From an optimization exercise on the open Yosys and OpenROAD flow, aimed at small area; shortcuts taken in it are not production practice.
Function was checked by simulation only, so behaviour that the tests miss may differ from the original.
Power is estimated from default activity; no workload was simulated.

### design/flow/design.v
module decoder(
	input [3:0] code,
	output reg [6:0] segments
);
	always @(*)
		case (code)
			4'h0: segments = 7'b1000000;  
			4'h1: segments = 7'b0100100;  
			4'h2: segments = 7'b0011001;  
			4'h3: segments = 7'b0000010;  
			4'h4: segments = 7'b0000000;  
			4'h8: segments = 7'b0010010;  
			4'h9: segments = 7'b1111000;  
			4'hA: segments = 7'b0010000;  
			4'hB: segments = 7'b1111001;  
			4'hC: segments = 7'b0110000;  
			default: segments = 7'b0000000;
		endcase
endmodule
module speed_select(
	input clk,
	input run,
	output tick
);
	reg [4:0] a;
	reg [6:0] b;
	always @(posedge clk) begin
		a <= {a[3:0], run & ~(a[4] ^ a[2])};
		b <= {b[5:0], run & ~(b[6] ^ b[5])};
	end
	assign tick = (a == 5'd14) && (b == 7'd73);
endmodule
module speed_select_tx(
	input clk,
	input run,
	output tick
);
	reg [2:0] a;    
	reg [1:0] b;
	reg [2:0] c;
	reg [4:0] d;
	always @(posedge clk) begin
		a <= {a[1:0], run & (a[2] ^ (a[1] | ~a[0]))};
		b <= {b[0], run & ~(b[1] | b[0])};
		c <= {c[1:0], run & ~(c[2] ^ c[1])};
		d <= {d[3:0], run & ~(d[4] ^ d[2])};
	end
	assign tick = (a == 3'd7) && (b == 2'd1) && (c == 3'd1) && (d == 5'd1);
endmodule
module my_uart_rx(
	input clk,
	input rst_n,
	input rs232_rx,
	output reg [7:0] rx_data,
	output [3:0] num_o,
	output tick_o
);
	reg [3:0] num;
	wire idle = (num == 4'd0);
	wire start = idle & ~rs232_rx;
	wire tick;
	speed_select timer(.clk(clk), .run(~idle), .tick(tick));
	always @(posedge clk or negedge rst_n)
		if (!rst_n)
			num <= 4'd0;
		else if (start | (tick & ~idle))
			num <= {num[2:0], ~(num[3] ^ num[2])};
	always @(posedge clk)
		if (tick) begin
			case (num)
				4'd3:  rx_data[0] <= rs232_rx;
				4'd7:  rx_data[1] <= rs232_rx;
				4'd13: rx_data[2] <= rs232_rx;
				4'd11: rx_data[3] <= rs232_rx;
				4'd6:  rx_data[4] <= rs232_rx;
				4'd9:  rx_data[5] <= rs232_rx;
				4'd2:  rx_data[6] <= rs232_rx;
				4'd5:  rx_data[7] <= rs232_rx;
				default: ;
			endcase
		end
	assign num_o = num;
	assign tick_o = tick;
endmodule
module my_uart_tx(
	input clk,
	input rst_n,
	input [7:0] rx_data,
	input start,
	output reg rs232_tx
);
	reg [3:0] num;
	wire idle = (num == 4'd0);
	wire tick;
	speed_select_tx timer(.clk(clk), .run(~idle), .tick(tick));
	always @(posedge clk or negedge rst_n)
		if (!rst_n)
			num <= 4'd0;
		else if (start)
			num <= 4'd13;
		else if (tick && !idle)
			num <= {num[2:0], ~(num[3] ^ num[2])};
	always @(posedge clk or negedge rst_n)
		if (!rst_n)
			rs232_tx <= 1'b1;
		else if (tick)
			case (num)
				4'd13: rs232_tx <= 1'b0;
				4'd11: rs232_tx <= rx_data[0];
				4'd6:  rs232_tx <= rx_data[1];
				4'd12: rs232_tx <= rx_data[2];
				4'd9:  rs232_tx <= rx_data[3];
				4'd2:  rs232_tx <= rx_data[4];
				4'd5:  rs232_tx <= rx_data[5];
				4'd10: rs232_tx <= rx_data[6];
				4'd4:  rs232_tx <= rx_data[7];
				default: rs232_tx <= 1'b1;
			endcase
endmodule
module my_uart_top(
	input clk,
	input rst_n,
	input rs232_rx,
	output rs232_tx,
	output [3:0] leds,
	output [9:0] segments
);
	wire [7:0] rx_data;
	wire [3:0] num;
	wire tick;
	my_uart_rx my_uart_rx(.clk(clk), .rst_n(rst_n), .rs232_rx(rs232_rx),
		.rx_data(rx_data), .num_o(num), .tick_o(tick));
	wire done = tick & (num == 4'd8);
	my_uart_tx my_uart_tx(.clk(clk), .rst_n(rst_n), .rx_data(rx_data),
		.start(done), .rs232_tx(rs232_tx));
	reg [2:0] led;
	reg zero;
	wire [2:0] state = {~zero & (led[2] ^ (led[1] & led[0])),
	                   ~zero & (led[1] ^ led[0]),
	                   ~zero & ~led[0]};
	wire is_e = (rx_data == 8'd101);
	reg [9:0] acc;
	reg [2:0] dl;        
	reg [1:0] cy;        
	reg [2:0] u;
	reg p;
	reg [3:0] show;      
	reg step, first, k, dv;
	always @(*) begin
		step = 1'b1; first = 1'b0; k = 1'b0; dv = 1'b1;
		case (num)
			4'd3:  first = 1'b1;
			4'd7, 4'd13, 4'd11, 4'd9: ;
			4'd6, 4'd2, 4'd5: k = 1'b1;
			4'd10, 4'd4: dv = 1'b0;
			default: step = 1'b0;
		endcase
	end
	wire h = state[1:0] != 2'd0;             
	wire b = rs232_rx;
	wire cb = (num == 4'd9) ? rx_data[4] :
	          (num == 4'd2) ? rx_data[4] & rx_data[5] :
	          (num == 4'd5) ? rx_data[6] | (rx_data[4] & rx_data[5]) : 1'b0;
	wire d = dv & (b ^ k ^ cb);
	wire x3 = dl[0] ^ dl[2] ^ d;
	wire m3 = (dl[0] & dl[2]) | (dl[0] & d) | (dl[2] & d);
	wire nb = x3 ^ cy[0];
	wire xc = x3 & cy[0];
	wire [1:0] cy_next = {m3 & (cy[1] | xc), m3 ^ cy[1] ^ xc};
	wire ures = (state[1:0] == 2'd2);        
	wire [2:0] u_in = (first & ~state[2]) ? 3'd0 : u;
	reg [2:0] u_next;
	always @(*)
		case ({~state[2], u_in, nb})
			5'b00000: u_next = 3'd0;
			5'b00001: u_next = 3'd1;
			5'b00010: u_next = 3'd3;
			5'b00011: u_next = 3'd4;
			5'b00100: u_next = 3'd1;
			5'b00101: u_next = 3'd2;
			5'b00110: u_next = 3'd4;
			5'b00111: u_next = 3'd0;
			5'b01000: u_next = 3'd2;
			5'b01001: u_next = 3'd3;
			5'b01010: u_next = 3'd0;
			5'b01011: u_next = 3'd1;
			5'b01100: u_next = 3'd3;
			5'b01101: u_next = 3'd4;
			5'b01110: u_next = 3'd1;
			5'b01111: u_next = 3'd2;
			5'b10000: u_next = 3'd0;
			5'b10001: u_next = 3'd4;
			5'b10010: u_next = 3'd3;
			5'b10011: u_next = 3'd2;
			5'b10100: u_next = 3'd1;
			5'b10101: u_next = 3'd0;
			5'b10110: u_next = 3'd4;
			5'b10111: u_next = 3'd3;
			5'b11000: u_next = 3'd2;
			5'b11001: u_next = 3'd1;
			5'b11010: u_next = 3'd0;
			5'b11011: u_next = 3'd4;
			5'b11100: u_next = 3'd3;
			5'b11101: u_next = 3'd2;
			5'b11110: u_next = 3'd1;
			5'b11111: u_next = 3'd0;
		endcase
	always @(posedge clk)
		if (tick) begin
			if (num == 4'd1) begin
				dl <= 3'd0;
				cy <= 2'd0;
			end else if (step) begin
				acc <= {nb, acc[9:1]};
				dl <= {dl[1:0], h & acc[0]};
				cy <= cy_next;
				if (ures) begin
					u <= u_next;
					if (first)
						p <= state[2] ? p ^ nb : nb;
				end
			end
		end
	always @(posedge clk or negedge rst_n)
		if (!rst_n) begin
			led <= 3'd0;
			zero <= 1'b1;
			show <= 4'd0;
		end else if (done) begin
			led <= state;
			zero <= (state == 3'd3) & ~is_e;
			if (state == 3'd7 && is_e)
				show <= {p, u};
		end
	assign leds = {1'b0, led};
	decoder dec(.code(show), .segments(segments[6:0]));
	assign segments[9:7] = 3'b000;
endmodule
### design/flow/flow/run.sh
#!/bin/bash
# Standard ORFS flow; after the standard synthesis the combinational logic is
# re-mapped for area (registers untouched), then the standard layout steps run
# with minimum-size port buffers and a clkbuf_8 clock tree without dummy loads.
set -eo pipefail
ARGS=(
  "CTS_ARGS=-sink_clustering_enable -repair_clock_nets -dont_use_dummy_load -buf_list sky130_fd_sc_hd__clkbuf_8"
  "BUFFER_PORTS_ARGS=-buffer_cell sky130_fd_sc_hd__buf_1"
)
bash standard.sh "${ARGS[@]}" synth > std_synth.log 2>&1
export RES=$PWD/orfs/results/sky130hd/my_uart_top/base
export DSYN_T=${DSYN_T:-30}
cp $RES/1_2_yosys.v $RES/1_2_yosys_std.v
YOSYS=$FLOW_HOME/../tools/install/yosys/bin/yosys
LIB=$FLOW_HOME/platforms/sky130hd/lib/sky130_fd_sc_hd__tt_025C_1v80.lib
if $YOSYS -c flow/reopt.tcl > yosys_reopt.log 2>&1 &&
   sed -e "s#LIBFILE#$LIB#" -e "s#RESDIR#$RES#" flow/eq.ys > eq_run.ys &&
   $YOSYS -s eq_run.ys > yosys_equiv.log 2>&1; then
  echo "re-mapped netlist used"
else
  echo "re-map failed or not equivalent; standard netlist used"
  cp $RES/1_2_yosys_std.v $RES/1_2_yosys.v
fi
touch $RES/1_2_yosys.v
bash standard.sh "${ARGS[@]}" finish > std_finish.log 2>&1
### design/flow/flow/eq.ys
# Check the re-mapped netlist against the standard one (flops matched by name).
read_liberty -ignore_miss_func LIBFILE
read_verilog RESDIR/1_2_yosys_std.v
rename my_uart_top gold
read_verilog RESDIR/1_2_yosys.v
rename my_uart_top gate
flatten gold gate
opt_clean
async2sync
equiv_make gold gate eq
hierarchy -top eq
equiv_simple -seq 2
equiv_induct
equiv_status -assert
### design/flow/flow/reopt.tcl
# Re-map the combinational logic of the standard synthesis netlist for area.
# Flip-flop instances are kept as they are (names and cell types).
set lib $::env(FLOW_HOME)/platforms/sky130hd/lib/sky130_fd_sc_hd__tt_025C_1v80.lib
set r $::env(RES)
yosys read_liberty -ignore_miss_func $lib
yosys setattr -mod -set blackbox 1 sky130_fd_sc_hd__df* sky130_fd_sc_hd__edf* sky130_fd_sc_hd__sdf* sky130_fd_sc_hd__dl* sky130_fd_sc_hd__conb_1
yosys read_verilog $r/1_2_yosys_std.v
yosys hierarchy -top my_uart_top
yosys flatten
yosys opt -purge
yosys abc -liberty $lib -dont_use *probe* -dont_use *lpflow* -script "+strash;&get,-n;&deepsyn,-T,$::env(DSYN_T);&put;dch,-f;amap;topo"
yosys opt_clean -purge
yosys hilomap -singleton -hicell sky130_fd_sc_hd__conb_1 HI -locell sky130_fd_sc_hd__conb_1 LO
yosys splitnets
yosys opt_clean -purge
yosys stat -liberty $lib
yosys select my_uart_top
yosys write_verilog -noattr -nohex -nodec -selected $r/1_2_yosys.v
### design/flow/standard.sh
#!/bin/bash
# synth_recipe.tcl (not shown) runs the flow's synth.tcl, then flattens the netlist and writes it again
# the make line also repeats each setting of config.mk as NAME=value (left out here)
make -C /OpenROAD-flow-scripts/flow DESIGN_CONFIG=/design/flow/config.mk WORK_HOME=/design/flow/orfs CLKGATE_MAP_FILE= SYNTH_SCRIPT=/design/flow/synth_recipe.tcl "${@:-finish}"
### design/flow/config.mk
export PLATFORM = sky130hd
export DESIGN_NAME = my_uart_top
export DESIGN_NICKNAME = my_uart_top
export VERILOG_FILES = /design/flow/design.v
export SDC_FILE = /design/flow/constraint.sdc
export NUM_CORES = 4
export LEC_CHECK = 0
export CAP_MARGIN = 20
export CORE_MARGIN = 2
export CORE_UTILIZATION = 40
export SLEW_MARGIN = 20
### design/flow/constraint.sdc
create_clock -name core_clock -period 20.0 [get_ports {clk}]
set_input_delay 4.0000 -clock core_clock [delete_from_list [all_inputs] [get_ports {clk}]]
set_output_delay 4.0000 -clock core_clock [all_outputs]
set_load 0.01 [all_outputs]
==> flow_summary.toml, run 1 <==
[power]
peakVddDrop_mv = 0.0354
power_density_mw_per_mm2 = 77.2
clkPwrFrac_pct = 35.8
leakage_nw = 1.04
power_uw = 233
p_int_uw = 187
pwr-share-comb_pct = 1.5
p_switching_uw = 46.5
switching_share_pct = 19.9
seqPwrFrac_pct = 62.7

[worst_setup_path]
crit_start = "rs232_rx"
cp-start-kind = "primary input"
crit_arrival_ps = 6110
cp.required_ps = 20070
r2r_start = "my_uart_rx.timer.b[1]"
endpoint_kind = "flip-flop"
crit_type = "in -> reg"
worst-path-max-fanout = 11

[logic_synthesis]
avgSynthCellArea_um2 = 10.3
yosysWarnings = 6
syn_area_mm2 = 0.00274
netlist_instances = 266

[layout]
utilization_pct = 45.0
layout.cells.non_filler = 371
syn2layout_area_growth_pct = 10.4
final_area_mm2 = 0.00302
n_antenna_cell = 0
fillerInstances = 647
drive_gt1_share_pct = 4.12
num-nets-final = 296

[timing]
finClkSkew_ps = 21.8
period_share_pct = 30.2
setup_slack_ps = 13960
hold_viol_final = 0
slew_headroom_pct = 33.1
period_needed_ps = 6040
slew_violations = 0
fmax_mhz = 166
hold_ws_ps = 348
rsz0062_at_grt = "false"
fin_setup_tns_ps = 0
setup_viol = 0
tightest_slew_ps = 994

[route]
drtIter0Drc = 104
drt_pre_antenna_iters = 4
drtAntennaViolNets = 0
wirelength_mm = 5.00
drc = 0
routedWlPerCell_um = 13.5
vias = 1966
vias_per_cell = 5.30

[grt]
grt.overflow.total = 0
grt_pass1_wl_mm = 8.58
grt_pass1_vias = 1834
antenna_found_initial = 0
grt_max_degree = 18
grt_use_total_pct = 14.9

[clock_network]
clock-sinks = 69
postCtsSetupBuffers = 0
htreeDepth = 3
root_buffer = "clkbuf_8"
clk_path_buf_depth = 2
cts_hold_buf = 0
clk_latency_ps = 340
cts-buffers-inserted = 9
cts_tree = "yes"
post_cts_resized = 0
path_clk_slew_ps = 60

[floorplanning]
die_x_um = 86.7
io_pins = 18
die_area_mm2 = 0.00752
start_util_pct = 40.7
coreArea_mm2 = 0.00672
chipHeight_um = 86.7
rows = 30

[placed_design]
place_inst = 362
port_buffers = 13
place_congestion = 0.843
hpwlAfterDp_mm = 3.61
pre_cts_slack_ps = 13600
place_area_mm2 = 0.00290

[worst_hold_path]
worstHoldStart = "my_uart_tx.timer.d[1]"
hold_class = "reg -> reg"

[outcome]
outcome = "complete, no violations"

[flow_run]
maxCapViolCount = 0
[layer usage]
layer / routed length, um / track usage, % / up-vias
met1: 2470 / 19.3 / 907
met4: 64 / 5.11 / 0
li1: - / - / 995
met2: 2220 / 22.8 / 57
met3: 244 / 5.71 / 7
met5: 0 / 0 / -
[power groups by stage]
stage               Sequential (mW)  Combinational (mW)  Clock (mW)
global route                  0.146             0.00409      0.0926
finish                        0.146             0.00349      0.0837
floorplan                     0.149             0.00204           0
CTS                           0.146             0.00351      0.0869
global placement              0.149             0.00341           0
detailed placement            0.149             0.00351           0
[layout make-up]
class                   count  area (um2)  area share, %
flip-flops and latches     69        1740           57.5
multi-input cells         159         856           28.3
inverters                  41         154           5.09
clock buffers               9         124           4.10
well taps                  80         100           3.31
repair buffers             13        50.0           1.66
[worst max-delay path, cell delays in order]
cell and delay [ps]:
buf_1 320, nor2_1 90, a221oi_1 360, nor2_1 110, nor2_1 150, nor2_1 60
a21oi_1 400, clkinv_1 200, or2_0 280, o311a_1 130
[path summary, 6_finish.rpt]
kind / slack, ps / cells past startpoint / to
max in group asynchronous: 16050 / 1 / zero
hold / removal: 350 / 0 / my_uart_tx.timer.d[2]
hold reg to reg: 350 / 0 / my_uart_tx.timer.d[2]
min in group asynchronous: 3600 / 1 / my_uart_rx.num[1]
setup reg to reg: 16500 / 6 / u[2]
setup / recovery: 13960 / 10 / u[1]
[registers in the layout (all words and copies together) (netlist names), 4 cells and up]
register / cells
my_uart_rx.rx_data: 8
my_uart_tx.timer.d: 5
my_uart_tx.num: 4
acc: 10
my_uart_rx.num: 4
my_uart_rx.timer.b: 7
my_uart_rx.timer.a: 5
show: 4
[cell usage in the layout (no fill, tap or decap), drive strengths merged, types with 2 or more instances in the layout]
cell	instances
clkinv	41
nor2	40
edfxtp	27
dfxtp	25
nand2	17
dfrtp	15
nor3	13
o21ai	13
buf	12
a21oi	10
clkbuf	10
o22ai	9
nand3	7
nand4	4
nor2b	4
o221a	4
a211oi	4
conb	4
nor4	3
nand4b	2
a31oi	2
o31ai	2
o221ai	2
or2	2
a22oi	2
o22a	2
o21a	2
dfstp	2
==> run 2: changes to the inputs <==
--- a/design/flow/design.v
+++ b/design/flow/design.v
@@ -6,13 +6,18 @@
 		case (code)
-			4'h0: segments = 7'b1000000;  
-			4'h1: segments = 7'b0100100;  
-			4'h2: segments = 7'b0011001;  
-			4'h3: segments = 7'b0000010;  
-			4'h4: segments = 7'b0000000;  
-			4'h8: segments = 7'b0010010;  
-			4'h9: segments = 7'b1111000;  
-			4'hA: segments = 7'b0010000;  
-			4'hB: segments = 7'b1111001;  
-			4'hC: segments = 7'b0110000;  
-			default: segments = 7'b0000000;
+			4'b0000: segments = 7'b1000000;  
+			4'b0001: segments = 7'b0000000;
+			4'b0010: segments = 7'b0000000;
+			4'b0011: segments = 7'b0000000;
+			4'b0100: segments = 7'b0100100;  
+			4'b0101: segments = 7'b0000000;  
+			4'b0110: segments = 7'b0000010;  
+			4'b0111: segments = 7'b0011001;  
+			4'b1000: segments = 7'b0010010;  
+			4'b1001: segments = 7'b0000000;
+			4'b1010: segments = 7'b0000000;
+			4'b1011: segments = 7'b0000000;
+			4'b1100: segments = 7'b1111000;  
+			4'b1101: segments = 7'b0110000;  
+			4'b1110: segments = 7'b1111001;  
+			4'b1111: segments = 7'b0010000;  
 		endcase
@@ -92,3 +97,3 @@
 	reg [3:0] num;
-	wire idle = (num == 4'd0);
+	wire idle = (num == 4'd1);
 	wire tick;
@@ -97,7 +102,7 @@
 		if (!rst_n)
-			num <= 4'd0;
+			num <= 4'd1;
 		else if (start)
-			num <= 4'd13;
-		else if (tick && !idle)
-			num <= {num[2:0], ~(num[3] ^ num[2])};
+			num <= 4'd7;
+		else if (tick)
+			num <= num + 4'd1;
 	always @(posedge clk or negedge rst_n)
@@ -106,14 +111,3 @@
 		else if (tick)
-			case (num)
-				4'd13: rs232_tx <= 1'b0;
-				4'd11: rs232_tx <= rx_data[0];
-				4'd6:  rs232_tx <= rx_data[1];
-				4'd12: rs232_tx <= rx_data[2];
-				4'd9:  rs232_tx <= rx_data[3];
-				4'd2:  rs232_tx <= rx_data[4];
-				4'd5:  rs232_tx <= rx_data[5];
-				4'd10: rs232_tx <= rx_data[6];
-				4'd4:  rs232_tx <= rx_data[7];
-				default: rs232_tx <= 1'b1;
-			endcase
+			rs232_tx <= num[3] ? rx_data[num[2:0]] : (num != 4'd7);
 endmodule
@@ -144,3 +138,3 @@
 	reg [1:0] cy;        
-	reg [2:0] u;
+	reg [2:0] u;         
 	reg p;
@@ -175,32 +169,32 @@
 			5'b00000: u_next = 3'd0;
-			5'b00001: u_next = 3'd1;
-			5'b00010: u_next = 3'd3;
-			5'b00011: u_next = 3'd4;
-			5'b00100: u_next = 3'd1;
-			5'b00101: u_next = 3'd2;
-			5'b00110: u_next = 3'd4;
+			5'b00001: u_next = 3'd4;
+			5'b00010: u_next = 3'd0;
+			5'b00011: u_next = 3'd0;
+			5'b00100: u_next = 3'd0;
+			5'b00101: u_next = 3'd0;
+			5'b00110: u_next = 3'd0;
 			5'b00111: u_next = 3'd0;
-			5'b01000: u_next = 3'd2;
-			5'b01001: u_next = 3'd3;
-			5'b01010: u_next = 3'd0;
-			5'b01011: u_next = 3'd1;
-			5'b01100: u_next = 3'd3;
-			5'b01101: u_next = 3'd4;
-			5'b01110: u_next = 3'd1;
-			5'b01111: u_next = 3'd2;
+			5'b01000: u_next = 3'd6;
+			5'b01001: u_next = 3'd5;
+			5'b01010: u_next = 3'd7;
+			5'b01011: u_next = 3'd6;
+			5'b01100: u_next = 3'd5;
+			5'b01101: u_next = 3'd0;
+			5'b01110: u_next = 3'd4;
+			5'b01111: u_next = 3'd7;
 			5'b10000: u_next = 3'd0;
-			5'b10001: u_next = 3'd4;
-			5'b10010: u_next = 3'd3;
-			5'b10011: u_next = 3'd2;
-			5'b10100: u_next = 3'd1;
+			5'b10001: u_next = 3'd5;
+			5'b10010: u_next = 3'd0;
+			5'b10011: u_next = 3'd0;
+			5'b10100: u_next = 3'd0;
 			5'b10101: u_next = 3'd0;
-			5'b10110: u_next = 3'd4;
-			5'b10111: u_next = 3'd3;
-			5'b11000: u_next = 3'd2;
-			5'b11001: u_next = 3'd1;
-			5'b11010: u_next = 3'd0;
+			5'b10110: u_next = 3'd0;
+			5'b10111: u_next = 3'd0;
+			5'b11000: u_next = 3'd6;
+			5'b11001: u_next = 3'd7;
+			5'b11010: u_next = 3'd7;
 			5'b11011: u_next = 3'd4;
-			5'b11100: u_next = 3'd3;
-			5'b11101: u_next = 3'd2;
-			5'b11110: u_next = 3'd1;
+			5'b11100: u_next = 3'd5;
+			5'b11101: u_next = 3'd6;
+			5'b11110: u_next = 3'd4;
 			5'b11111: u_next = 3'd0;
--- a/design/flow/flow/run.sh
+++ b/design/flow/flow/run.sh
@@ -11,3 +11,3 @@
 export RES=$PWD/orfs/results/sky130hd/my_uart_top/base
-export DSYN_T=${DSYN_T:-30}
+export DSYN_T=${DSYN_T:-20}
 cp $RES/1_2_yosys.v $RES/1_2_yosys_std.v
--- a/design/flow/flow/reopt.tcl
+++ b/design/flow/flow/reopt.tcl
@@ -10,3 +10,3 @@
 yosys opt -purge
-yosys abc -liberty $lib -dont_use *probe* -dont_use *lpflow* -script "+strash;&get,-n;&deepsyn,-T,$::env(DSYN_T);&put;dch,-f;amap;topo"
+yosys abc -liberty $lib -dont_use *probe* -dont_use *lpflow* -script "+strash;&get,-n;&deepsyn,-T,$::env(DSYN_T);&put;dch,-f;amap;topo;amap;topo"
 yosys opt_clean -purge
==> run 2 against run 1 <==
  * Still clean
  * Clock power about the same
  * Largest power group unchanged
  * Core utilization increased by 1.3 points
  * Power down 0.78%
  * First-iteration DRC count fell by 39%
  * Routed wire length decreased by 4.1%
  * Design area decreased by 1.2%
  * Sequential share of layout area is 0.72 points higher
==> flow_summary.toml, run 2 <==
[layout]
largest-register = "acc"
multi_input_area_um2 = 810
ff_latch_area_mm2 = 0.00174
utilization_pct = 46.3
top_regs = "acc: 10 flops, my_uart_rx.rx_data: 8 flops, my_uart_rx.timer.b: 7 flops"
layout.cells.non_filler = 370
drive_gt1_share_pct = 4.10
syn2layout_area_growth_pct = 10.4
final_common_cell = "nor2_1"
fillerInstances = 618
n_antenna_cell = 0
largest_reg_flops = 10
mostFrequentLayoutCells = "nor2_1 (53), clkinv_1 (45), edfxtp_1 (27), dfxtp_1 (25), dfrtp_1 (14)"
num-nets-final = 298

[worst_hold_path]
hold_class = "reg -> reg"

[grt]
grt_pass1_wl_mm = 8.40
grt_pass1_vias = 1852
grt.overflow.total = 0
antenna_found_initial = 0
grt_max_degree = 18
grt_use_total_pct = 14.8

[timing]
setup_viol = 0
finClkSkew_ps = 23.3
rsz0062_at_grt = "false"
fin_setup_tns_ps = 0
setup_slack_ps = 14070
tightest_slew_ps = 922
fmax_mhz = 169
hold_viol_final = 0
period_share_pct = 29.7
slew_headroom_pct = 38.6
slew_violations = 0
period_needed_ps = 5930

[placed_design]
place_inst = 361
place_congestion = 0.788
pre_cts_slack_ps = 13690
port_buffers = 13
hpwlAfterDp_mm = 3.56

[route]
drt_pre_antenna_iters = 4
routedWlPerCell_um = 13.0
drtIter0Drc = 63
drtAntennaViolNets = 0
vias = 1922
vias_per_cell = 5.19
drc = 0
wirelength_mm = 4.79

[logic_synthesis]
syn_area_mm2 = 0.00271
netlist_instances = 268
avgSynthCellArea_um2 = 10.1
yosysWarnings = 6

[clock_network]
clk_latency_ps = 340
root_buffer = "clkbuf_8"
path_clk_slew_ps = 60
post_cts_resized = 0
htreeDepth = 3
clk_path_buf_depth = 2
cts_hold_buf = 0
postCtsSetupBuffers = 0
clock-sinks = 69
cts-buffers-inserted = 9
cts_tree = "yes"

[worst_setup_path]
crit_type = "in -> reg"
cp.required_ps = 20140
crit_arrival_ps = 6070
worst-path-max-fanout = 11
cp-start-kind = "primary input"
endpoint_kind = "flip-flop"

[outcome]
outcome = "complete, no violations"

[floorplanning]
rows = 29
chipHeight_um = 86.3
io_pins = 18
coreArea_mm2 = 0.00646
die_area_mm2 = 0.00744
start_util_pct = 41.9
die_x_um = 86.3

[power]
power_density_mw_per_mm2 = 77.5
power_uw = 232
peakVddDrop_mv = 0.0454
leakage_nw = 1.06

[flow_run]
maxCapViolCount = 0
## run 2: where the power goes
part	total [mW]	internal, mW	switching, mW
registers	0.146	0.146	0.00000000267
logic	0.00218	0.000361	0.00182
clock network	0.0835	0.0400	0.0435
total	0.232	0.186	0.0454
## run 2: layer usage
| layer | GRT usage (%) | share of wire, % |
|---|---|---|
| met5 | 0 | 0 |
| met4 | 7.67 | 2.6 |
| met3 | 4.86 | 3.8 |
| met2 | 22.4 | 44 |
| met1 | 19.0 | 49 |
## run 2: cell type report
class | instances | area share, %
flip-flops and latches | 69 | 58.2
multi-input cells | 157 | 27.1
well taps | 77 | 3.22
inverters | 45 | 5.65
repair buffers | 13 | 1.63
clock buffers | 9 | 4.15
## run 2: worst paths after layout
check                                        end                  start  slack, ps  cells after the start
min reg2reg                my_uart_rx.timer.b[3]  my_uart_rx.timer.b[2]        340                      0
max                                        cy[0]               rs232_rx      14070                     11
min                        my_uart_rx.timer.b[3]  my_uart_rx.timer.b[2]        340                      0
max reg2reg                              show[3]  my_uart_rx.timer.a[0]      16440                      9
min in group asynchronous      my_uart_tx.num[1]                  rst_n       3760                      1
max in group asynchronous      my_uart_rx.num[0]                  rst_n      15650                      1
## run 2: worst max-delay path: stages
cell and delay [ps]:
buf_1 310, nand2_1 100, o22ai_1 220, nor2_1 70, a21oi_1 440, clkinv_1 230, nor2_1 180, clkinv_1 100
o22ai_1 160, nor2_1 60, a211oi_1 200
## run 2: stage by stage
step,cell area [um2],hold WS (ps)
floorplan,2720,322
global placement,2860,330
detailed placement,2860,332
CTS,2990,346
global route,2990,359
finish,2990,343
==> run 3: changes to the inputs <==
--- a/design/flow/design.v
+++ b/design/flow/design.v
@@ -135,4 +135,3 @@
 	wire is_e = (rx_data == 8'd101);
-	reg [9:0] acc;
-	reg [2:0] dl;        
+	reg [11:0] r;
 	reg [1:0] cy;        
@@ -141,5 +140,5 @@
 	reg [3:0] show;      
-	reg step, first, k, dv;
+	reg step, first, k;
 	always @(*) begin
-		step = 1'b1; first = 1'b0; k = 1'b0; dv = 1'b1;
+		step = 1'b1; first = 1'b0; k = 1'b0;
 		case (num)
@@ -147,4 +146,3 @@
 			4'd7, 4'd13, 4'd11, 4'd9: ;
-			4'd6, 4'd2, 4'd5: k = 1'b1;
-			4'd10, 4'd4: dv = 1'b0;
+			4'd6, 4'd2, 4'd5, 4'd4, 4'd8: k = 1'b1;
 			default: step = 1'b0;
@@ -157,5 +155,7 @@
 	          (num == 4'd5) ? rx_data[6] | (rx_data[4] & rx_data[5]) : 1'b0;
-	wire d = dv & (b ^ k ^ cb);
-	wire x3 = dl[0] ^ dl[2] ^ d;
-	wire m3 = (dl[0] & dl[2]) | (dl[0] & d) | (dl[2] & d);
+	wire d = b ^ k ^ cb;
+	wire xa = h & r[2];
+	wire xb = h & r[0];
+	wire x3 = xa ^ xb ^ d;
+	wire m3 = (xa & xb) | (xa & d) | (xb & d);
 	wire nb = x3 ^ cy[0];
@@ -204,7 +204,7 @@
 			if (num == 4'd1) begin
-				dl <= 3'd0;
+				r[2:0] <= 3'd0;
 				cy <= 2'd0;
 			end else if (step) begin
-				acc <= {nb, acc[9:1]};
-				dl <= {dl[1:0], h & acc[0]};
+				if (num != 4'd8)
+					r <= {nb, r[11:1]};
 				cy <= cy_next;
==> run 3 against run 2 <==
  * Worst hold slack better by 1.0 ps
  * Count of clock-buffer cells in the layout unchanged
  * Register-to-register slack worse by 290 ps
  * Critical endpoint is now u[0]
  * Core utilization down 0.12 points
  * Still clean
  * Power down 1.8%
  * Area after synthesis down 1.6%
  * Sequential cell count down 1
  * Non-clock buffer count unchanged
  * Largest power group unchanged
  * Die area down 1.5%
  * Sequential power about the same
==> flow_summary.toml, run 3 <==
[layout]
final_common_cell = "nor2_1"
top_regs = "r: 12 flops, my_uart_rx.rx_data: 8 flops, my_uart_rx.timer.b: 7 flops"
fillerInstances = 610
mostFrequentLayoutCells = "nor2_1 (42), clkinv_1 (38), edfxtp_1 (26), dfxtp_1 (25), o21ai_0 (16)"
num-nets-final = 288
syn2layout_area_growth_pct = 10.6
n_antenna_cell = 0
drive_gt1_share_pct = 4.59
largest_reg_flops = 12
largest-register = "r"

[power]
clkPwrFrac_pct = 35.8
switching_share_pct = 19.1
power_density_mw_per_mm2 = 77.2
seqPwrFrac_pct = 63.1
pwr-share-comb_pct = 1.0
p_switching_uw = 43.4
p_int_uw = 184
peakVddDrop_mv = 0.0431
leakage_nw = 1.07

[worst_hold_path]
hold_class = "reg -> reg"

[worst_setup_path]
crit_arrival_ps = 5740
worst-path-max-fanout = 11
endpoint_kind = "flip-flop"
crit_type = "in -> reg"
cp-start-kind = "primary input"
cp.required_ps = 20040

[floorplanning]
coreArea_mm2 = 0.00639
die_area_mm2 = 0.00733
start_util_pct = 41.7
die_x_um = 85.6
io_pins = 18
rows = 29
chipHeight_um = 85.6

[grt]
grt.overflow.total = 0
grt_pass1_wl_mm = 8.07
grt_pass1_vias = 1760
grt_max_degree = 18
antenna_found_initial = 0
grt_use_total_pct = 14.2

[clock_network]
postCtsSetupBuffers = 0
clk_path_buf_depth = 2
cts-buffers-inserted = 9
path_clk_slew_ps = 50
htreeDepth = 3
root_buffer = "clkbuf_8"
cts_tree = "yes"
cts_hold_buf = 0
clock-sinks = 68
clk_latency_ps = 330
post_cts_resized = 0

[logic_synthesis]
netlist_instances = 258
syn_area_mm2 = 0.00267
avgSynthCellArea_um2 = 10.3
yosysWarnings = 6

[route]
drc = 0
drtAntennaViolNets = 0
drtIter0Drc = 42
wirelength_mm = 4.71
routedWlPerCell_um = 13.1
drt_pre_antenna_iters = 5
vias = 1872
vias_per_cell = 5.20

[placed_design]
port_buffers = 13
hpwlAfterDp_mm = 3.39
place_congestion = 0.889

[flow_run]
maxCapViolCount = 0

[timing]
finClkSkew_ps = 20.7
setup_viol = 0
fmax_mhz = 176
tightest_slew_ps = 861
rsz0062_at_grt = "false"
fin_setup_tns_ps = 0
hold_viol_final = 0
slew_violations = 0
period_needed_ps = 5690
hold_ws_ps = 344
slew_headroom_pct = 42.2
period_share_pct = 28.5

[outcome]
outcome = "complete, no violations"
## run 3: path summary, 6_finish.rpt
| kind | start | endpoint | slack (ps) | depth (start not counted) |
|---|---|---|---|---|
| hold reg to reg | my_uart_rx.timer.b[2] | my_uart_rx.timer.b[3] | 340 | 0 |
| hold / removal | my_uart_rx.timer.b[2] | my_uart_rx.timer.b[3] | 340 | 0 |
| setup / recovery | rs232_rx | u[0] | 14310 | 9 |
| min in group asynchronous | rst_n | my_uart_tx.num[3] | 3600 | 1 |
| max in group asynchronous | rst_n | zero | 16050 | 1 |
| setup reg to reg | my_uart_rx.timer.a[2] | show[3] | 16150 | 10 |
## run 3: critical path, stage by stage
cell and delay, ps:
buf_1 330, nand2_1 80, o21ai_0 130, nor2_1 120, a21o_1 180, o21ai_0 270
clkinv_1 260, o21ai_0 230, o311ai_0 140
## run 3: final cells by class
type / instances / area, um2 / share of cell area, %
multi-input cells: 155 / 823 / 27.9
clock buffers: 9 / 124 / 4.20
flip-flops and latches: 68 / 1710 / 58.0
inverters: 38 / 143 / 4.84
repair buffers: 13 / 50.0 / 1.70
well taps: 77 / 96.3 / 3.27
## run 3: per-layer routing
layer | wire, um | up-vias | part of all wire, % | global-route usage, %
li1 | - | 972 | - | -
met1 | 2450 | 863 | 52 | 19.3
met2 | 2010 | 28 | 43 | 20.7
met4 | 90 | 0 | 1.9 | 6.64
met3 | 154 | 9 | 3.3 | 4.62
met5 | 0 | - | 0 | 0
## run 3: power groups by stage
| stage | sequential [mW] | combinational [mW] | clock (mW) |
|---|---|---|---|
| 2_1_floorplan | 0.146 | 0.00105 | 0 |
| 3_3_place_gp | 0.146 | 0.00228 | 0 |
| 3_5_place_dp | 0.146 | 0.00234 | 0 |
| 4_1_cts | 0.144 | 0.00234 | 0.0857 |
| 5_1_grt | 0.144 | 0.00276 | 0.0907 |
| 6_report | 0.144 | 0.00231 | 0.0815 |
## run 3: metrics by stage
stage	worst slack [ps]	area (um2)	total power, mW	utilization (%)	cells
after detailed placement	13980	2820	0.149	44.2	351
after global placement	14040	2820	0.149	44.2	351
after global routing	13940	2950	0.237	46.1	360
final	14310	2950	0.227	46.1	360
after floorplan	14470	2680	0.148	-	261
after CTS	14300	2950	0.232	46.1	360
==> run 4: changes to the inputs <==
==> design/flow/flow/run.sh (replaced) <==
#!/bin/bash
# Standard ORFS flow, with two changes:
#  - after the standard synthesis, the combinational logic is re-mapped for
#    area with ABC (deepsyn, a few seeds; registers untouched); the smallest
#    result that Yosys proves equivalent to the standard netlist is used;
#  - ports get minimum-size buffers and the clock tree uses clkbuf_8 without
#    dummy loads.
set -eo pipefail
ARGS=(
  "CTS_ARGS=-sink_clustering_enable -repair_clock_nets -dont_use_dummy_load -buf_list sky130_fd_sc_hd__clkbuf_8"
  "BUFFER_PORTS_ARGS=-buffer_cell sky130_fd_sc_hd__buf_1"
)
bash standard.sh "${ARGS[@]}" synth > std_synth.log 2>&1
export RES=$PWD/orfs/results/sky130hd/my_uart_top/base
YOSYS=$FLOW_HOME/../tools/install/yosys/bin/yosys
LIB=$FLOW_HOME/platforms/sky130hd/lib/sky130_fd_sc_hd__tt_025C_1v80.lib
cp $RES/1_2_yosys.v $RES/1_2_yosys_std.v
mkdir -p reopt
SEEDS="1 2 3 4 5 6 7 8"
for s in $SEEDS; do
  ( DSYN_T=20 DSYN_S=$s OUT=$PWD/reopt/s$s.v $YOSYS -c flow/reopt.tcl > reopt/yosys_s$s.log 2>&1 || true ) &
  while [ $(jobs -r | wc -l) -ge 4 ]; do sleep 1; done
done
wait
best=""; best_area=""
for s in $SEEDS; do
  f=reopt/s$s.v
  [ -f $f.stat ] || continue
  a=$(grep "Chip area" $f.stat | awk '{print $NF}')
  sed -e "s#LIBFILE#$LIB#" -e "s#RESDIR#$RES#" -e "s#CANDFILE#$PWD/$f#" flow/eq.ys > reopt/eq_s$s.ys
  if $YOSYS -s reopt/eq_s$s.ys > reopt/yosys_equiv_s$s.log 2>&1; then
    echo "seed $s: area $a, equivalent"
    if [ -z "$best" ] || awk "BEGIN{exit !($a < $best_area)}"; then best=$f; best_area=$a; fi
  else
    echo "seed $s: area $a, NOT proven equivalent"
  fi
done
if [ -n "$best" ]; then
  echo "using $best ($best_area)"
  cp $best $RES/1_2_yosys.v
else
  echo "no re-mapped netlist proven; standard netlist used"
fi
touch $RES/1_2_yosys.v
bash standard.sh "${ARGS[@]}" finish > std_finish.log 2>&1
--- a/design/flow/flow/eq.ys
+++ b/design/flow/flow/eq.ys
@@ -4,3 +4,3 @@
 rename my_uart_top gold
-read_verilog RESDIR/1_2_yosys.v
+read_verilog CANDFILE
 rename my_uart_top gate
--- a/design/flow/flow/reopt.tcl
+++ b/design/flow/flow/reopt.tcl
@@ -2,2 +2,3 @@
 # Flip-flop instances are kept as they are (names and cell types).
+# Inputs: RES (results folder), DSYN_T (seconds), DSYN_S (seed), OUT (netlist).
 set lib $::env(FLOW_HOME)/platforms/sky130hd/lib/sky130_fd_sc_hd__tt_025C_1v80.lib
@@ -10,3 +11,3 @@
 yosys opt -purge
-yosys abc -liberty $lib -dont_use *probe* -dont_use *lpflow* -script "+strash;&get,-n;&deepsyn,-T,$::env(DSYN_T);&put;dch,-f;amap;topo;amap;topo"
+yosys abc -liberty $lib -dont_use *probe* -dont_use *lpflow* -script "+strash;&get,-n;&deepsyn,-T,$::env(DSYN_T),-S,$::env(DSYN_S);&put;dch,-f;amap;topo;amap;topo"
 yosys opt_clean -purge
@@ -15,4 +16,4 @@
 yosys opt_clean -purge
-yosys stat -liberty $lib
+yosys tee -o $::env(OUT).stat stat -liberty $lib
 yosys select my_uart_top
-yosys write_verilog -noattr -nohex -nodec -selected $r/1_2_yosys.v
+yosys write_verilog -noattr -nohex -nodec -selected $::env(OUT)
--- a/design/flow/config.mk
+++ b/design/flow/config.mk
@@ -9,3 +9,4 @@
 export CORE_MARGIN = 2
-export CORE_UTILIZATION = 40
+export CORE_UTILIZATION = 65
+export PLACE_DENSITY = 0.75
 export SLEW_MARGIN = 20
==> run 4 against run 3 <==
  * Design area decreased by 2.6%
  * Area after synthesis shrank 1.6%
  * Worst setup slack improved by 200 ps
  * First-iteration DRC count increased by 100%
  * Global-route usage up 8.9 points
  * Via count down 0.59%
  * Worst hold slack improved by 3.3 ps
  * Clock skew fell by 8.0 ps
  * Count of clock-buffer cells in the layout stayed put
  * Synthesized cell count decreased by 2.7%
  * Largest cell class unchanged
==> flow_summary.toml, run 4 <==
[outcome]
outcome = "complete, no violations"

[layout]
layout.cells.non_filler = 326
drive_gt1_share_pct = 4.35
largest-register = "r"
fillerInstances = 298
multi_input_area_um2 = 803
utilization_pct = 72.8
mostFrequentLayoutCells = "nor2_1 (46), clkinv_1 (32), edfxtp_1 (26), dfxtp_1 (25), o21ai_0 (18)"
final_common_cell = "nor2_1"
ff_latch_area_mm2 = 0.00171
n_antenna_cell = 0
largest_reg_flops = 12
num-nets-final = 281
final_area_mm2 = 0.00287
top_regs = "r: 12 flops, my_uart_rx.rx_data: 8 flops, my_uart_rx.timer.b: 7 flops"
syn2layout_area_growth_pct = 9.40

[floorplanning]
start_util_pct = 66.5
io_pins = 18
die_area_mm2 = 0.00456
rows = 23
die_x_um = 67.5
chipHeight_um = 67.5
coreArea_mm2 = 0.00394

[grt]
grt.overflow.total = 0
grt_max_degree = 18
antenna_found_initial = 0
grt_pass1_vias = 1705
grt_pass1_wl_mm = 7.50
grt_use_total_pct = 23.1

[placed_design]
hpwlAfterDp_mm = 3.33
pre_cts_slack_ps = 14180
place_area_mm2 = 0.00275
place_inst = 317
place_congestion = 0.816
port_buffers = 13

[route]
drtIter0Drc = 85
vias = 1861
vias_per_cell = 5.71
drt_pre_antenna_iters = 7
routedWlPerCell_um = 14.3
wirelength_mm = 4.65
drc = 0
drtAntennaViolNets = 0

[power]
power_density_mw_per_mm2 = 79.2
p_switching_uw = 43.4
switching_share_pct = 19.1
pwr-share-comb_pct = 0.9
clkPwrFrac_pct = 35.9
power_uw = 227
peakVddDrop_mv = 0.0645
p_int_uw = 184
leakage_nw = 1.03
seqPwrFrac_pct = 63.2

[worst_setup_path]
r2r_start = "my_uart_rx.timer.b[6]"
cp.required_ps = 16000
crit_type = "reg -> out"
rrSetupSlack_ps = 16320
crit_start = "show[2]"
worst-path-max-fanout = 6
endpoint_kind = "output port"
crit_arrival_ps = 1490
cp-start-kind = "flip-flop"

[clock_network]
postCtsSetupBuffers = 0
path_clk_slew_ps = 60
cts_tree = "yes"
cts-buffers-inserted = 9
root_buffer = "clkbuf_8"
clock-sinks = 68
htreeDepth = 3
post_cts_resized = 0
clk_path_buf_depth = 2
cts_hold_buf = 0
clk_latency_ps = 340

[timing]
period_share_pct = 27.5
hold_viol_final = 0
slew_violations = 0
hold_ws_ps = 347
fin_setup_tns_ps = 0
setup_viol = 0
rsz0062_at_grt = "false"
fmax_mhz = 182
period_needed_ps = 5490
finClkSkew_ps = 12.7
tightest_slew_ps = 938
setup_slack_ps = 14510
slew_headroom_pct = 37.5

[logic_synthesis]
syn_area_mm2 = 0.00262
avgSynthCellArea_um2 = 10.4
yosysWarnings = 6
netlist_instances = 251

[worst_hold_path]
hold_class = "reg -> reg"
worstHoldStart = "my_uart_tx.timer.d[3]"

[flow_run]
maxCapViolCount = 0
run 4: path summary, 6_finish.rpt:
kind / to / cells past startpoint
setup / recovery: segments[6] / 7
hold / removal: my_uart_tx.timer.d[4] / 0
setup reg to reg: show[3] / 9
hold reg to reg: my_uart_tx.timer.d[4] / 0
max in group asynchronous: show[1] / 1
min in group asynchronous: my_uart_rx.num[1] / 1
run 4: final cells by class:
cell class / count / area share [%]
Multi-Input combinational cell: 154 / 28.0
Timing Repair Buffer: 13 / 1.70
Tap cell: 50 / 2.18
Clock buffer: 9 / 4.32
Inverter: 32 / 4.19
Sequential cell: 68 / 59.6
run 4: power groups by stage:
stage	registers, mW	logic [mW]	clock network [mW]
2_1_floorplan	0.146	0.000876	0
3_3_place_gp	0.146	0.00204	0
3_5_place_dp	0.146	0.00206	0
4_1_cts	0.144	0.00208	0.0836
5_1_grt	0.144	0.00248	0.0886
6_report	0.144	0.00202	0.0816
run 4: metal layers:
layer | up-vias | part of all wire (%) | global-route usage (%)
met5 | - | 0 | 0
met4 | 0 | 1.9 | 9.95
met3 | 9 | 4.3 | 8.50
met2 | 44 | 47 | 36.6
met1 | 859 | 47 | 28.4
li1 | 949 | - | -
run 4: critical path, cell delays in order (launching register included):
cell	delay [ps]
dfrtp_1	340
clkinv_1	160
nor2_1	180
o22ai_1	120
clkinv_1	70
nor2_1	40
nor2_1	90
buf_1	150
==> run 5: changes to the inputs <==
--- a/design/flow/config.mk
+++ b/design/flow/config.mk
@@ -9,4 +9,3 @@
 export CORE_MARGIN = 2
-export CORE_UTILIZATION = 65
-export PLACE_DENSITY = 0.75
+export CORE_UTILIZATION = 40
 export SLEW_MARGIN = 20
==> run 5 against run 4 <==
  * Still clean on timing, DRC and antenna
  * Sequential cell count stayed put
  * Count of clock-buffer cells in the layout is the same
  * Global-route usage down 9.0 points
  * Core utilization decreased by 27 points
  * First-iteration DRC count rose by 21%
  * Maximum frequency shrank 6.4%
  * Die area rose by 59%
  * Register-to-register slack better by 40 ps
  * Sequential share of layout area is 0.87 points lower
  * Critical path type is now in -> reg
==> flow_summary.toml, run 5 <==
[worst_setup_path]
rrSetupSlack_ps = 16360
cp-start-kind = "primary input"
crit_type = "in -> reg"
endpoint_kind = "flip-flop"
crit_start = "rs232_rx"
crit_arrival_ps = 6030
reg2reg_to = "r[5]"
worst-path-max-fanout = 10
r2r_cells = 6
r2r_start = "my_uart_rx.timer.a[2]"
cp.required_ps = 20170

[floorplanning]
start_util_pct = 41.4
io_pins = 18
coreArea_mm2 = 0.00635
chipHeight_um = 85.1
rows = 29
die_x_um = 85.1
die_area_mm2 = 0.00724

[timing]
finClkSkew_ps = 18.2
slew_headroom_pct = 46.8
rsz0062_at_grt = "false"
hold_viol_final = 0
setup_viol = 0
slew_violations = 0
fmax_mhz = 170
tightest_slew_ps = 792
fin_setup_tns_ps = 0
period_needed_ps = 5870
period_share_pct = 29.3

[route]
vias_per_cell = 5.20
drc = 0
routedWlPerCell_um = 13.0
wirelength_mm = 4.55
vias = 1820
drtAntennaViolNets = 0
drt_pre_antenna_iters = 4
drtIter0Drc = 103

[layout]
drive_gt1_share_pct = 4.76
final_area_mm2 = 0.00291
largest_reg_flops = 12
n_antenna_cell = 0
syn2layout_area_growth_pct = 10.7
largest-register = "r"
mostFrequentLayoutCells = "nor2_1 (41), clkinv_1 (32), edfxtp_1 (26), dfxtp_1 (25), o21ai_0 (18)"
layout.cells.non_filler = 350
num-nets-final = 278
top_regs = "r: 12 flops, my_uart_rx.rx_data: 8 flops, my_uart_rx.timer.b: 7 flops"
final_common_cell = "nor2_1"
utilization_pct = 45.9

[power]
leakage_nw = 1.02
power_density_mw_per_mm2 = 78.2
power_uw = 228
peakVddDrop_mv = 0.0407

[grt]
grt_max_degree = 18
grt.overflow.total = 0
grt_use_total_pct = 14.1
grt_pass1_wl_mm = 7.91
antenna_found_initial = 0
grt_pass1_vias = 1696

[placed_design]
hpwlAfterDp_mm = 3.23
port_buffers = 13
place_inst = 341
place_area_mm2 = 0.00279
place_congestion = 0.775

[clock_network]
path_clk_slew_ps = 60
clock-sinks = 68
clk_path_buf_depth = 2
post_cts_resized = 0
clk_latency_ps = 340
cts_hold_buf = 0
htreeDepth = 3
root_buffer = "clkbuf_8"
cts_tree = "yes"
postCtsSetupBuffers = 0
cts-buffers-inserted = 9

[worst_hold_path]
holdPathEnd = "my_uart_rx.timer.b[3]"
hold_class = "reg -> reg"
whs_path_depth = 0
worstHoldStart = "my_uart_rx.timer.b[2]"

[flow_run]
maxCapViolCount = 0

[outcome]
outcome = "complete, no violations"

[logic_synthesis]
avgSynthCellArea_um2 = 10.6
syn_area_mm2 = 0.00263
yosysWarnings = 6
netlist_instances = 248
==> run 5: cell count changes in the layout (fill, tap and decap cells not counted), sizes merged, moves of 2 or more <==
| cell | before | now |
|---|---|---|
| o221ai | 4 | 1 |
| nand2 | 16 | 10 |
| a21oi | 9 | 11 |
| a21o | 0 | 3 |
| nor2 | 46 | 41 |
==> run 5: power breakdown <==
group          switching (mW)  internal (mW)
combinational         0.00185       0.000504
clock                  0.0418         0.0400
sequential                  0          0.144
total                  0.0436          0.184
==> run 5: layer usage <==
layer,vias to the layer above,routed length (um),track usage [%]
li1,941,-,-
met1,842,2290,19.2
met2,28,2000,20.5
met3,9,170,4.67
met4,0,92,6.06
met5,-,0,0
==> run 5: worst max-delay path by stage <==
stage	cells after the start	to
floorplan	7	u[0]
global placement	8	u[0]
detailed placement	8	u[0]
CTS	8	u[0]
global route	8	u[0]
finish	8	u[0]
==> run 5: through the flow <==
| step | hold slack (ps) | worst slack [ps] |
|---|---|---|
| after floorplan | 322 | 14400 |
| after global placement | 329 | 13860 |
| after detailed placement | 336 | 13830 |
| after CTS | 351 | 14180 |
| after global routing | 353 | 13930 |
| final | 348 | 14130 |
==> run 5: cell type report <==
class	instances	area, um2
well taps	77	96.3
clock buffers	9	124
multi-input cells	151	811
fillers	582	3440
repair buffers	13	50.0
inverters	32	120
flip-flops and latches	68	1710
==> run 5: critical path: stages <==
cell and delay (ps):
buf_1 330, xnor2_1 190, nor2_1 90, a21o_1 170, o21ai_0 500, clkinv_1 240
or4_1 430, o21ai_0 80
==> run 6: changes to the inputs <==
--- a/design/flow/flow/run.sh
+++ b/design/flow/flow/run.sh
@@ -9,3 +9,3 @@
 ARGS=(
-  "CTS_ARGS=-sink_clustering_enable -repair_clock_nets -dont_use_dummy_load -buf_list sky130_fd_sc_hd__clkbuf_8"
+  "CTS_ARGS=-sink_clustering_enable -repair_clock_nets -dont_use_dummy_load -buf_list sky130_fd_sc_hd__clkbuf_4"
   "BUFFER_PORTS_ARGS=-buffer_cell sky130_fd_sc_hd__buf_1"
--- a/design/flow/config.mk
+++ b/design/flow/config.mk
@@ -9,3 +9,4 @@
 export CORE_MARGIN = 2
-export CORE_UTILIZATION = 40
+export CORE_UTILIZATION = 80
+export PLACE_DENSITY = 0.9
 export SLEW_MARGIN = 20
==> run 6 against run 5 <==
  * Global-route usage up 17 points
  * Sequential share of layout area rose by 2.2 points
  * Die area shrank 48%
  * Synthesized cell count increased by 1.2%
  * Final cell count is 8.6% lower
==> flow_summary.toml, run 6 <==
[placed_design]
place_inst = 311
place_congestion = 0.887
place_area_mm2 = 0.00274
hpwlAfterDp_mm = 3.69
port_buffers = 13

[grt]
antenna_found_initial = 0
grt.overflow.total = 0
grt_pass1_vias = 1807
grt_max_degree = 18
grt_pass1_wl_mm = 8.08
grt_use_total_pct = 31.5

[timing]
fmax_mhz = 180
rsz0062_at_grt = "false"
period_share_pct = 27.8
slew_headroom_pct = 35.3
setup_viol = 0
period_needed_ps = 5550
fin_setup_tns_ps = 0
tightest_slew_ps = 970
finClkSkew_ps = 29.1
slew_violations = 0
hold_viol_final = 0

[logic_synthesis]
avgSynthCellArea_um2 = 10.4
netlist_instances = 251
yosysWarnings = 6
syn_area_mm2 = 0.00262

[clock_network]
clock-sinks = 68
cts-buffers-inserted = 9
clk_latency_ps = 420
post_cts_resized = 0
clk_path_buf_depth = 2
cts_tree = "yes"
root_buffer = "clkbuf_4"
htreeDepth = 3
postCtsSetupBuffers = 0
path_clk_slew_ps = 110
cts_hold_buf = 0

[route]
drt_pre_antenna_iters = 5
wirelength_mm = 5.28
vias = 2002
drtIter0Drc = 198
routedWlPerCell_um = 16.5
drtAntennaViolNets = 0
vias_per_cell = 6.26
drc = 0

[power]
power_density_mw_per_mm2 = 73.7
pwr-share-comb_pct = 1.0
p_switching_uw = 42.2
p_int_uw = 165
seqPwrFrac_pct = 69.3
peakVddDrop_mv = 0.0641
leakage_nw = 1.01
clkPwrFrac_pct = 29.6
switching_share_pct = 20.4

[floorplanning]
io_pins = 18
coreArea_mm2 = 0.00308
start_util_pct = 85.2
die_area_mm2 = 0.00375
chipHeight_um = 61.3
rows = 20
die_x_um = 61.3

[outcome]
outcome = "complete, no violations"

[layout]
largest_reg_flops = 12
drive_gt1_share_pct = 4.35
n_antenna_cell = 0
num-nets-final = 281
final_area_mm2 = 0.00281
layout.cells.non_filler = 320
top_regs = "r: 12 flops, my_uart_rx.rx_data: 8 flops, my_uart_rx.timer.b: 7 flops"
final_common_cell = "nor2_1"
largest-register = "r"
fillerInstances = 130
syn2layout_area_growth_pct = 6.97
mostFrequentLayoutCells = "nor2_1 (46), clkinv_1 (32), edfxtp_1 (26), dfxtp_1 (25), o21ai_0 (18)"

[worst_hold_path]
hold_class = "reg -> reg"

[flow_run]
maxCapViolCount = 0

[worst_setup_path]
crit_arrival_ps = 1550
worst-path-max-fanout = 4
crit_type = "reg -> out"
endpoint_kind = "output port"
cp-start-kind = "flip-flop"
cp.required_ps = 16000
[run 6: cell types whose count changed in the layout (fill, tap and decap cells not counted), moves of 2 or more]
cell | previous run | this run
nand2_1 | 10 | 16
clkbuf_8 | 9 | 0
a21oi_1 | 11 | 9
clkbuf_4 | 0 | 9
a21o_1 | 3 | 0
o221ai_1 | 1 | 4
nor2_1 | 41 | 46
[run 6: area by class of cell]
| type | instances | area, um2 | share of cell area, % |
|---|---|---|---|
| flip-flops and latches | 68 | 1710 | 61.0 |
| multi-input cells | 154 | 803 | 28.6 |
| inverters | 32 | 120 | 4.28 |
| repair buffers | 13 | 48.8 | 1.74 |
| well taps | 44 | 55.1 | 1.96 |
| clock buffers | 9 | 67.6 | 2.41 |
[run 6: metrics by stage]
step / util [%] / worst slack, ps / hold slack, ps / power, mW
final: 91.1 / 14450 / 329 / 0.207
after global routing: 91.1 / 14290 / 347 / 0.211
after CTS: 91.1 / 14440 / 337 / 0.206
after detailed placement: 88.9 / 14130 / 332 / 0.149
after global placement: 88.9 / 14280 / 326 / 0.148
after floorplan: - / 14780 / 322 / 0.147
[run 6: critical path, cell delays in order, from the launching register on]
cell and delay [ps]:
dfrtp_1 410, clkinv_1 100, nor2_1 200, o22ai_1 120, clkinv_1 70, nor2_1 40, nor2_1 80, buf_1 150
[run 6: per-layer routing]
layer	track usage [%]	wire length, um	vias up
met5	0	0	-
met2	50.2	2500	101
met3	12.2	407	17
met1	39.4	2240	948
met4	11.5	129	0
li1	-	-	936
[run 6: final timing paths]
kind                            slack, ps  cells after the start                     to                  start
worst min-delay path                  330                      0  my_uart_rx.timer.b[3]  my_uart_rx.timer.b[2]
worst max register to register      16110                      9                show[3]  my_uart_rx.timer.b[6]
worst min register to register        330                      0  my_uart_rx.timer.b[3]  my_uart_rx.timer.b[2]
min in group asynchronous            3710                      1      my_uart_rx.num[3]                  rst_n
worst max-delay path                14450                      7            segments[6]                show[0]
max in group asynchronous           15680                      1                 led[0]                  rst_n
[run 6: power groups by stage]
| stage | combinational [mW] | clock, mW | sequential (mW) |
|---|---|---|---|
| after floorplan | 0.000876 | 0 | 0.146 |
| after global placement | 0.00196 | 0 | 0.146 |
| after detailed placement | 0.00204 | 0 | 0.146 |
| after CTS | 0.00206 | 0.0606 | 0.143 |
| after global routing | 0.00238 | 0.0654 | 0.143 |
| final | 0.00208 | 0.0613 | 0.143 |
==> run 7: changes to the inputs <==
--- a/design/flow/config.mk
+++ b/design/flow/config.mk
@@ -9,4 +9,4 @@
 export CORE_MARGIN = 2
-export CORE_UTILIZATION = 80
-export PLACE_DENSITY = 0.9
+export CORE_UTILIZATION = 65
+export PLACE_DENSITY = 0.75
 export SLEW_MARGIN = 20
==> run 7 against run 6 <==
  * Critical endpoint is now u[0]
  * Sequential share of layout area is 0.32 points lower
  * Sequential power about the same
  * Non-clock buffer count is the same
  * Register-to-register slack better by 250 ps
  * Combinational power increased by 9%
  * Die area up 22%
  * Critical path type is now in -> reg
==> flow_summary.toml, run 7 <==
[timing]
hold_viol_final = 0
setup_slack_ps = 14300
rsz0062_at_grt = "false"
period_share_pct = 28.5
slew_violations = 0
fmax_mhz = 175
period_needed_ps = 5700
hold_ws_ps = 328
finClkSkew_ps = 37.4
setup_viol = 0
tightest_slew_ps = 920
slew_headroom_pct = 38.7
fin_setup_tns_ps = 0

[worst_hold_path]
whs_path_depth = 0
hold_class = "reg -> reg"
worstHoldStart = "my_uart_rx.timer.b[1]"
holdPathEnd = "my_uart_rx.timer.b[2]"

[layout]
mostFrequentLayoutCells = "nor2_1 (41), clkinv_1 (32), edfxtp_1 (26), dfxtp_1 (25), o21ai_0 (18)"
final_common_cell = "nor2_1"
final_area_mm2 = 0.00282
largest_reg_flops = 12
largest-register = "r"
layout.cells.non_filler = 323
n_antenna_cell = 0
syn2layout_area_growth_pct = 7.23
top_regs = "r: 12 flops, my_uart_rx.rx_data: 8 flops, my_uart_rx.timer.b: 7 flops"
drive_gt1_share_pct = 4.40
num-nets-final = 278
utilization_pct = 71.5

[route]
wirelength_mm = 4.45
routedWlPerCell_um = 13.8
drc = 0
drtIter0Drc = 121
vias_per_cell = 5.66
vias = 1829
drtAntennaViolNets = 0
drt_pre_antenna_iters = 4

[clock_network]
postCtsSetupBuffers = 0
htreeDepth = 3
post_cts_resized = 0
clock-sinks = 68
clk_path_buf_depth = 2
cts_tree = "yes"
clk_latency_ps = 400
path_clk_slew_ps = 110
root_buffer = "clkbuf_4"
cts-buffers-inserted = 9
cts_hold_buf = 0

[outcome]
outcome = "complete, no violations"

[worst_setup_path]
cp_slowest_cell = "o21ai_0"
cp.required_ps = 20260
cp_common_cell = "o21ai_0"
cp-start-kind = "primary input"
r2r_cells = 6
r2r_start = "my_uart_rx.timer.a[2]"
path_delay_family = "compound AO/OA/AOI/OAI gates"
crit_arrival_ps = 5960
crit_buf_inv = 2
reg2reg_to = "r[8]"
critPathMaxStageDelay_ps = 450
crit_type = "in -> reg"
rrSetupSlack_ps = 16360
crit_path_cell_trace = "buf_1 > xnor2_1 > nor2_1 > a21o_1 > o21ai_0 > clkinv_1 > or4_1 > o21ai_0"
endpoint_kind = "flip-flop"
crit_start = "rs232_rx"
worst-path-max-fanout = 10

[placed_design]
place_congestion = 0.843
pre_cts_slack_ps = 13900
place_inst = 314
place_area_mm2 = 0.00275
hpwlAfterDp_mm = 3.12
port_buffers = 13

[floorplanning]
chipHeight_um = 67.6
die_x_um = 67.6
io_pins = 18
die_area_mm2 = 0.00457
start_util_pct = 66.7
coreArea_mm2 = 0.00394
rows = 23

[grt]
grt_use_total_pct = 22.8
grt_pass1_wl_mm = 7.34
antenna_found_initial = 0
grt.overflow.total = 0
grt_pass1_vias = 1678
grt_max_degree = 18

[power]
leakage_nw = 0.997
power_uw = 205
power_density_mw_per_mm2 = 72.6
peakVddDrop_mv = 0.0456

[logic_synthesis]
syn_area_mm2 = 0.00263
yosysWarnings = 6
avgSynthCellArea_um2 = 10.6
netlist_instances = 248

[flow_run]
maxCapViolCount = 0
run 7: how the worst max path moves through the flow:
stage / endpoint / slack (ps) / depth (start not counted)
CTS: u[0] / 14350 / 8
detailed placement: u[0] / 13900 / 8
global route: u[0] / 14100 / 8
floorplan: u[0] / 14400 / 7
global placement: u[0] / 13920 / 8
finish: u[0] / 14300 / 8
run 7: worst register-to-register path, cell delays in order, from the launching register on:
cell and delay [ps]:
dfxtp_1 350, clkinv_1 110, or4b_1 510, nor3_1 660
clkinv_1 440, a31oi_1 520, nor2b_1 670
run 7: cell type report:
type / instances / area (um2)
repair buffers: 13 / 48.8
multi-input cells: 151 / 811
well taps: 50 / 62.6
fillers: 299 / 1120
clock buffers: 9 / 67.6
inverters: 32 / 120
flip-flops and latches: 68 / 1710
run 7: per-layer routing:
metal  part of all wire (%)  GRT usage [%]  vias up
met5                      0              0        -
li1                       -              -      938
met1                     48           28.9      835
met2                     45           33.9       52
met3                    6.2           10.8        4
met4                   0.79           8.42        0
run 7: report_power, final:
part | switching, mW | internal, mW | total (mW)
combinational | 0.00179 | 0.000476 | 0.00227
sequential | 0 | 0.143 | 0.143
clock | 0.0381 | 0.0209 | 0.0590
total | 0.0399 | 0.165 | 0.205
==> run 8: changes to the inputs <==
--- a/design/flow/flow/run.sh
+++ b/design/flow/flow/run.sh
@@ -5,3 +5,3 @@
 #    result that Yosys proves equivalent to the standard netlist is used;
-#  - ports get minimum-size buffers and the clock tree uses clkbuf_8 without
+#  - ports get minimum-size buffers and the clock tree uses clkbuf_4 without
 #    dummy loads.
@@ -18,3 +18,3 @@
 mkdir -p reopt
-SEEDS="1 2 3 4 5 6 7 8"
+SEEDS="1 2 3 4 5 6 7 8 9 10 11 12"
 for s in $SEEDS; do
==> run 8 against run 7 <==
  * Largest power group unchanged
  * Clock power is 1% higher
  * Non-clock buffer count stayed put
  * Global-route usage is 0.24 points lower
  * Count of clock-buffer cells in the layout stayed put
==> flow_summary.toml, run 8 <==
[outcome]
outcome = "complete, no violations"

[grt]
grt_use_total_pct = 22.5
grt_pass1_wl_mm = 7.38
grt_pass1_vias = 1704
grt_max_degree = 18
antenna_found_initial = 0
grt.overflow.total = 0

[power]
peakVddDrop_mv = 0.0590
clkPwrFrac_pct = 29.0
p_switching_uw = 40.7
switching_share_pct = 19.8
p_int_uw = 165
pwr-share-comb_pct = 1.2
power_uw = 206
seqPwrFrac_pct = 69.8
power_density_mw_per_mm2 = 73.0
leakage_nw = 1.04

[clock_network]
cts_hold_buf = 0
cts_tree = "yes"
clock-sinks = 68
cts-buffers-inserted = 9
postCtsSetupBuffers = 0
post_cts_resized = 0
root_buffer = "clkbuf_4"
htreeDepth = 3
clk_path_buf_depth = 2
path_clk_slew_ps = 100
clk_latency_ps = 390

[timing]
hold_ws_ps = 348
slew_violations = 0
period_share_pct = 27.8
tightest_slew_ps = 906
slew_headroom_pct = 39.6
fmax_mhz = 180
setup_viol = 0
fin_setup_tns_ps = 0
period_needed_ps = 5560
hold_viol_final = 0
rsz0062_at_grt = "false"
finClkSkew_ps = 16.2

[floorplanning]
rows = 23
start_util_pct = 66.6
io_pins = 18
chipHeight_um = 67.5
die_x_um = 67.5
die_area_mm2 = 0.00456
coreArea_mm2 = 0.00394

[worst_hold_path]
whs_path_depth = 0
hold_class = "reg -> reg"
worstHoldStart = "my_uart_tx.timer.c[0]"
holdPathEnd = "my_uart_tx.timer.c[1]"

[worst_setup_path]
rrSetupSlack_ps = 16150
crit_arrival_ps = 1560
cp-start-kind = "flip-flop"
worst-path-max-fanout = 6
reg2reg_to = "show[1]"
r2r_cells = 11
crit_type = "reg -> out"
cp.required_ps = 16000
endpoint_kind = "output port"
r2r_start = "my_uart_rx.timer.b[6]"

[placed_design]
port_buffers = 13
hpwlAfterDp_mm = 3.16
place_congestion = 0.887

[route]
drtAntennaViolNets = 0
vias = 1823
routedWlPerCell_um = 13.6
vias_per_cell = 5.64
drt_pre_antenna_iters = 4
drc = 0
wirelength_mm = 4.38
drtIter0Drc = 93

[layout]
largest_reg_flops = 12
mostFrequentLayoutCells = "nor2_1 (40), clkinv_1 (31), edfxtp_1 (26), dfxtp_1 (25)"
n_antenna_cell = 0
syn2layout_area_growth_pct = 7.25
top_regs = "r: 12 flops, my_uart_rx.rx_data: 8 flops, my_uart_rx.timer.b: 7 flops"
largest-register = "r"
num-nets-final = 278
final_common_cell = "nor2_1"
drive_gt1_share_pct = 4.40

[logic_synthesis]
syn_area_mm2 = 0.00262
avgSynthCellArea_um2 = 10.6
yosysWarnings = 6
netlist_instances = 248

[flow_run]
maxCapViolCount = 0
[run 8: routing by layer]
metal  wire length [um]  share of wire [%]  global-route usage [%]
met1               2170                 49                    29.3
met2               1940                 44                    35.2
met3                217                5.0                    8.50
met4                 56                1.3                    6.89
met5                  0                  0                       0
[run 8: layout make-up]
type	count	area [um2]
sequential	68	1710
inverter	31	116
fill	296	1130
tap	50	62.6
multi-input combinational	152	808
clock buffer	9	67.6
timing repair buffer	13	48.8
[run 8: critical path: stages, from the launching register on]
cell	delay [ps]
dfrtp_1	400
clkinv_1	120
nand2_1	100
nor2_1	160
nor2_1	60
a21oi_1	160
nor2b_1	60
buf_1	120
[run 8: worst max path at each step]
stage	startpoint	endpoint	slack [ps]	depth (start not counted)
global placement	rs232_rx	u[2]	14130	7
floorplan	rs232_rx	u[2]	14700	6
CTS	show[0]	segments[1]	14410	7
finish	show[0]	segments[1]	14440	7
detailed placement	rs232_rx	u[2]	14100	7
global route	rs232_rx	u[2]	14260	7
[run 8: metrics by stage]
stage	cell area (um2)	instances	worst slack, ps	utilization [%]
after floorplan	2640	251	14700	-
after global placement	2750	314	14130	69.7
after detailed placement	2750	314	14100	69.7
after CTS	2810	323	14410	71.4
after global routing	2810	323	14260	71.4
final	2810	323	14440	71.4
[run 8: power groups by stage]
stage,clock network [mW],registers [mW],logic [mW]
5_1_grt,0.0670,0.144,0.00291
3_3_place_gp,0,0.147,0.00238
2_1_floorplan,0,0.147,0.00122
3_5_place_dp,0,0.147,0.00243
6_report,0.0597,0.143,0.00239
4_1_cts,0.0627,0.143,0.00245

==> afterwards: timing with drivers on the ports <==
No port has a modelled driver above. Below, the same layouts with a new extraction and two added sets of constraints. Step 1 assumes that a clkbuf_16 drives the clock port and a buf_2 every other input. Step 2 times the ports against the registers' clock, not the clock port: input delays grow and output delays shrink by t, the midpoint of the rising clock arrivals with the driver on. Slacks: ideal / step 1 / step 2; pairs: ideal / step 1.
run | shift t [ns] | slack for setup (ns) | worst slew at a driven data input, ns | cell pins on the clock port's net
run 1 | 0.358 | 13.962 / 13.967 / 13.609 | 0.03 | 1
run 2 | 0.363 | 14.069 / 14.072 / 13.708 | 0.03 | 1
run 3 | 0.352 | 14.306 / 14.313 / 13.961 | 0.03 | 1
run 4 | 0.358 | 14.506 / 14.483 / 14.193 | 0.03 | 1
run 5 | 0.354 | 14.134 / 14.141 / 13.787 | 0.03 | 1
run 6 | 0.433 | 14.447 / 14.420 / 14.092 | 0.03 | 1
run 7 | 0.405 | 14.299 / 14.302 / 13.897 | 0.03 | 1
run 8 | 0.406 | 14.438 / 14.412 / 14.088 | 0.03 | 1
After both steps setup and hold are still met in every run listed. For run 7, which loses most, drivers alone change the setup slack by +0.003 ns; drivers and shift together by -0.402 ns.
